Source: an optimization exercise on an open RTL-to-GDS flow (aim: small area, a short achievable clock period and few clock cycles per item). Production flows keep margins and buffers that such runs may drop. RTL that was checked went through simulation tests only; none was proved equivalent to the original. No activity file was given, so power comes from the tool's default toggle rates.

==> flow/design.v <==
module DT(
	input			clk,
	input			reset,
	output	reg		done,
	output	reg		sti_rd,
	output		[9:0]	sti_addr,
	input		[15:0]	sti_di,
	output	reg		res_wr,
	output	reg		res_rd,
	output	reg	[13:0]	res_addr,
	output		[7:0]	res_do,
	input		[7:0]	res_di,
	output	reg		fw_finish
	);
function lt6;
	input [5:0] x, y;
	reg [5:0] gt, lt;
	integer i;
	begin
		lt6 = 1'b0;
		for (i = 0; i < 6; i = i + 1)
			lt6 = (~x[i] & y[i]) | (~(x[i] & ~y[i]) & lt6);
	end
endfunction
function [6:0] add7;
	input [6:0] x, y;
	reg [6:0] g, p, c;
	reg t;
	integer i, j, m;
	begin
		g = x & y;
		p = x ^ y;
		for (i = 0; i < 7; i = i + 1) begin
			c[i] = 1'b0;
			for (j = 0; j < i; j = j + 1) begin
				t = g[j];
				for (m = j + 1; m < i; m = m + 1)
					t = t & p[m];
				c[i] = c[i] | t;
			end
		end
		add7 = p ^ c;
	end
endfunction
function [9:0] inc10;
	input [9:0] x;
	reg t;
	integer i, m;
	begin
		for (i = 0; i < 10; i = i + 1) begin
			t = 1'b1;
			for (m = 0; m < i; m = m + 1)
				t = t & x[m];
			inc10[i] = x[i] ^ t;
		end
	end
endfunction
function [5:0] min6;
	input [5:0] x, y;
	min6 = lt6(x, y) ? x : y;
endfunction
function [3:0] lsb16;
	input [15:0] v;
	integer i;
	begin
		lsb16 = 4'd0;
		for (i = 15; i >= 0; i = i - 1)
			if (v[i]) lsb16 = i[3:0];
	end
endfunction
reg s_init, s_fdec, s_fra, s_frb, s_fw, s_fend;
reg s_bfind, s_bgo, s_bru, s_brv, s_bf, s_bl, s_bwn;
reg [5:0] do_r;		 
reg [5:0] a, b;		 
reg [9:0] wcnt;		 
reg [3:0] k;		 
reg xr;			 
reg fobj;		 
reg wv;			 
reg adj;		 
reg nc;			 
assign res_do = {2'b00, do_r};
assign sti_addr = wcnt ^ {10{fw_finish}};
wire [5:0] di = res_di[5:0];
wire [3:0] kn = k + (fw_finish ? 4'd1 : 4'd15);
wire xn = sti_di[kn];		 
wire [15:0] masked = sti_di & (16'hFFFF << k);
wire mz = (masked == 16'd0);
wire [3:0] f = lsb16(masked);
wire wend = (wcnt == 10'd1015);
wire flast = (res_addr == 14'd16382);
wire lt_adi = lt6(a, di);
wire [5:0] min_adi = lt_adi ? a : di;
wire [5:0] a_p1 = a + 6'd1;
wire [5:0] di_p1 = di + 6'd1;
wire [5:0] min_adi_p1 = lt_adi ? a_p1 : di_p1;
wire [5:0] fm1 = do_r - 6'd1;
wire bwrite = lt6(a, fm1) || lt6(di, fm1);
wire fwr = (s_fdec & !fobj) | s_fw;		 
wire badv = (s_bgo & !adj) | (s_bl & !bwrite & !nc) | (s_bwn & !nc);	 
wire bnext = (s_bl & !bwrite & nc) | (s_bwn & nc);	 
wire [6:0] rsrc = s_bgo ? ~wcnt[9:3] : res_addr[13:7];
wire [6:0] csrc = s_bgo ? ~{wcnt[2:0], k} : res_addr[6:0];
wire r_up = (s_fdec & fobj) | s_brv | s_bl;
wire r_dn = s_fw | s_bf | (s_bgo & adj & !wv) | (s_fdec & !fobj & (res_addr[6:0] == 7'd127));
wire c_m1 = s_fw | s_bf | s_bru | s_bwn;
wire c_p1 = (s_fdec & !fobj) | s_fra | s_frb | (s_bgo & adj & !wv);
wire c_p2 = s_fdec & fobj & wv;
wire [6:0] rnext = add7(rsrc, r_up ? 7'h7f : {6'd0, r_dn});
wire [6:0] cnext = add7(csrc, c_m1 ? 7'h7f : {5'd0, c_p2, c_p1});
always @(posedge clk or negedge reset) begin
	if (!reset) begin
		s_init <= 1'b1;
		s_fdec <= 1'b0;
		s_fra <= 1'b0;
		s_frb <= 1'b0;
		s_fw <= 1'b0;
		s_fend <= 1'b0;
		s_bfind <= 1'b0;
		s_bgo <= 1'b0;
		s_bru <= 1'b0;
		s_brv <= 1'b0;
		s_bf <= 1'b0;
		s_bl <= 1'b0;
		s_bwn <= 1'b0;
		done <= 1'b0;
		fw_finish <= 1'b0;
		sti_rd <= 1'b0;
		res_wr <= 1'b0;
		res_rd <= 1'b0;
		res_addr <= 14'd16383;
		wcnt <= 10'd0;
		k <= 4'd15;
		xr <= 1'b0;
		fobj <= 1'b0;
		wv <= 1'b0;
	end else begin
		s_init <= 1'b0;
		s_fdec <= s_init | s_fw | (s_fdec & !fobj & !flast);
		s_fra <= s_fdec & fobj & !wv;
		s_frb <= s_fra;
		s_fw <= (s_fdec & fobj & wv) | s_frb;
		s_fend <= s_fdec & !fobj & flast;
		s_bfind <= s_fend | (s_bfind & mz & !wend) | badv;
		s_bgo <= s_bfind & !mz;
		s_bru <= s_bgo & adj & !wv;
		s_brv <= s_bru;
		s_bf <= (s_bgo & adj & wv) | s_brv | bnext;
		s_bl <= s_bf;
		s_bwn <= s_bl & bwrite;
		done <= done | (s_bfind & mz & wend);
		if (s_fend) fw_finish <= 1'b1;
		res_rd <= (s_fdec & fobj) | s_fra | s_frb | (s_bgo & adj) | s_bru | s_brv | s_bf | bnext;
		res_wr <= fwr | (s_bgo & !adj) | (s_bl & bwrite);
		res_addr <= (s_bl & bwrite) ? ~{wcnt, k} : {rnext, cnext};
		sti_rd <= s_init | (fwr & (k == 4'd1)) | s_fend | (s_bfind & mz & !wend) | (badv & (k == 4'd15));
		if (s_fend)
			wcnt <= 10'd8;
		else if ((fwr & (k == 4'd1)) | (s_bfind & mz & !wend) | (badv & (k == 4'd15)))
			wcnt <= inc10(wcnt);
		if (s_fend | (s_bfind & mz))
			k <= 4'd0;
		else if (s_bfind)
			k <= f;
		else if (fwr | (s_bgo & !adj) | (s_bl & !bwrite) | s_bwn)
			k <= kn;
		if (fwr) xr <= xn;
		if (s_fdec & !fobj) fobj <= xn & xr;
		else if (s_fw) fobj <= xn;
		if ((s_fdec & !fobj) | s_fend | (s_bgo & !adj)) wv <= 1'b0;
		else if (s_fw | s_bl) wv <= 1'b1;
	end
end
always @(posedge clk) begin
	if (s_fend | (s_bfind & mz)) adj <= 1'b0;
	else if (s_bfind) adj <= adj & (f == k);
	else if (s_bgo) adj <= 1'b1;
	if (s_bf) nc <= xn & (k != 4'd15);
	if (s_init) do_r <= 6'd0;
	else if (s_fdec & !fobj) do_r <= {5'd0, xr};
	else if (s_fw) do_r <= min_adi_p1;
	else if (s_bgo & !adj) do_r <= 6'd1;
	else if (s_bf) do_r <= di;
	else if (s_bl & bwrite) do_r <= min_adi_p1;
	if (s_fdec & fobj) a <= wv ? min6(a, do_r) : do_r;
	else if (s_fra | s_frb | s_brv) a <= min_adi;
	else if (s_fw | s_bl) a <= min6(b, di);
	else if (s_bru) a <= di;
	else if (s_bf) a <= min6(a, do_r);
	if (s_frb | s_fw | s_brv | s_bl) b <= di;
end
endmodule
export LEC_CHECK = 0
export ABC_AREA = 1
export CAP_MARGIN = 20
export CORE_MARGIN = 2
export CORE_UTILIZATION = 55
export PLACE_DENSITY = 0.7
export SETUP_SLACK_MARGIN = 2.3
export SLEW_MARGIN = 20
create_clock -name core_clock -period 5.0 [get_ports {clk}]
standard.sh (not shown) runs the stock make flow with config.mk's settings and CLKGATE_MAP_FILE= SYNTH_SCRIPT=/design/flow/synth_recipe.tcl, a recipe that flattens the netlist after the stock synthesis.
==> flow/flow/run.sh <==
#!/bin/bash
# Standard layout, with plain buffers (instead of delay cells) on the ports.
set -o pipefail
bash standard.sh "BUFFER_PORTS_ARGS=-buffer_cell sky130_fd_sc_hd__buf_1" finish > flow.log 2>&1
Testbench counts at the start, summed over its fixed seeds: cycles 1,042,110, images 32.
Then changed:
--- a/flow/design.v
+++ b/flow/design.v
@@ -88,17 +88,16 @@
 wire mz = (masked == 16'd0);
 wire [3:0] f = lsb16(masked);
 wire wend = (wcnt == 10'd1015);
 wire flast = (res_addr == 14'd16382);
-wire lt_adi = lt6(a, di);
-wire [5:0] min_adi = lt_adi ? a : di;
-wire [5:0] a_p1 = a + 6'd1;
-wire [5:0] di_p1 = di + 6'd1;
-wire [5:0] min_adi_p1 = lt_adi ? a_p1 : di_p1;
+wire [5:0] min_adi = lt6(a, di) ? a : di;
+wire [5:0] min_adi_p1 = min_adi + 6'd1;
 wire [5:0] fm1 = do_r - 6'd1;
 wire bwrite = lt6(a, fm1) || lt6(di, fm1);
 wire fwr = (s_fdec & !fobj) | s_fw;		 
-wire badv = (s_bgo & !adj) | (s_bl & !bwrite & !nc) | (s_bwn & !nc);	 
+wire k15 = (k == 4'd15);
+wire badv = (s_bgo & !adj) | (s_bl & !bwrite & !nc & !k15) | (s_bwn & !nc);
+wire wadv = ((s_bgo & !adj) | (s_bwn & !nc)) & k15;
 wire bnext = (s_bl & !bwrite & nc) | (s_bwn & nc);	 
 wire [6:0] rsrc = s_bgo ? ~wcnt[9:3] : res_addr[13:7];
 wire [6:0] csrc = s_bgo ? ~{wcnt[2:0], k} : res_addr[6:0];
 wire r_up = (s_fdec & fobj) | s_brv | s_bl;
@@ -146,24 +145,24 @@
 		s_bru <= s_bgo & adj & !wv;
 		s_brv <= s_bru;
 		s_bf <= (s_bgo & adj & wv) | s_brv | bnext;
 		s_bl <= s_bf;
-		s_bwn <= s_bl & bwrite;
+		s_bwn <= s_bl & (bwrite | (!nc & k15));
 		done <= done | (s_bfind & mz & wend);
 		if (s_fend) fw_finish <= 1'b1;
 		res_rd <= (s_fdec & fobj) | s_fra | s_frb | (s_bgo & adj) | s_bru | s_brv | s_bf | bnext;
 		res_wr <= fwr | (s_bgo & !adj) | (s_bl & bwrite);
 		res_addr <= (s_bl & bwrite) ? ~{wcnt, k} : {rnext, cnext};
-		sti_rd <= s_init | (fwr & (k == 4'd1)) | s_fend | (s_bfind & mz & !wend) | (badv & (k == 4'd15));
+		sti_rd <= s_init | (fwr & (k == 4'd1)) | s_fend | (s_bfind & mz & !wend) | wadv;
 		if (s_fend)
 			wcnt <= 10'd8;
-		else if ((fwr & (k == 4'd1)) | (s_bfind & mz & !wend) | (badv & (k == 4'd15)))
+		else if ((fwr & (k == 4'd1)) | (s_bfind & mz & !wend) | wadv)
 			wcnt <= inc10(wcnt);
 		if (s_fend | (s_bfind & mz))
 			k <= 4'd0;
 		else if (s_bfind)
 			k <= f;
-		else if (fwr | (s_bgo & !adj) | (s_bl & !bwrite) | s_bwn)
+		else if (fwr | (s_bgo & !adj) | (s_bl & !bwrite & (nc | !k15)) | s_bwn)
 			k <= kn;
 		if (fwr) xr <= xn;
 		if (s_fdec & !fobj) fobj <= xn & xr;
 		else if (s_fw) fobj <= xn;
=> Setup slack gets worse by 0.039 ns. Count of clock-buffer cells in the layout fell by 1. Worst hold slack is worse by 0.021 ns. Power drops by a few percent. Fmax falls slightly. Synthesized cell count shrinks slightly. Wire length grows slightly. Area after synthesis grows slightly. Non-clock buffer count is unchanged. Cell count shrinks slightly. Combinational power decreases by roughly a tenth. Global-route usage came out higher by 0.67 points. Die area came out higher slightly.
For the second run of this note, only the layout was checked, not whether the RTL still works.

## afterwards: timing with drivers on the ports
How much do the figures lean on ideal ports? The routed layouts below were timed once more, with nothing changed but the port constraints. Step 1, drivers: a clkbuf_16 drives clk and a buf_2 each remaining input, both assumed. Step 2 times the ports against the registers' clock, not the clock port: input delays grow and output delays shrink by t, the midpoint of the rising clock arrivals with the driver on. Slacks: ideal / step 1 / step 2; pairs: ideal / step 1.
| run | shift t [ns] | setup slack, ns | hold WS [ns] | clock arrival spread, ns | pins driven straight from the clock port |
|---|---|---|---|---|---|
| the first run | 0.388 | 2.403 / 2.410 / 2.022 | 0.418 / 0.418 / 0.418 | 0.015 / 0.014 | 1 |
| the second run | 0.386 | 2.364 / 2.375 / 1.989 | 0.397 / 0.397 / 0.397 | 0.013 / 0.013 | 1 |
After both steps setup and hold are still met in every run listed. The setup slack of the first run, which loses most, moves by +0.007 ns with the drivers and by -0.381 ns with both steps.
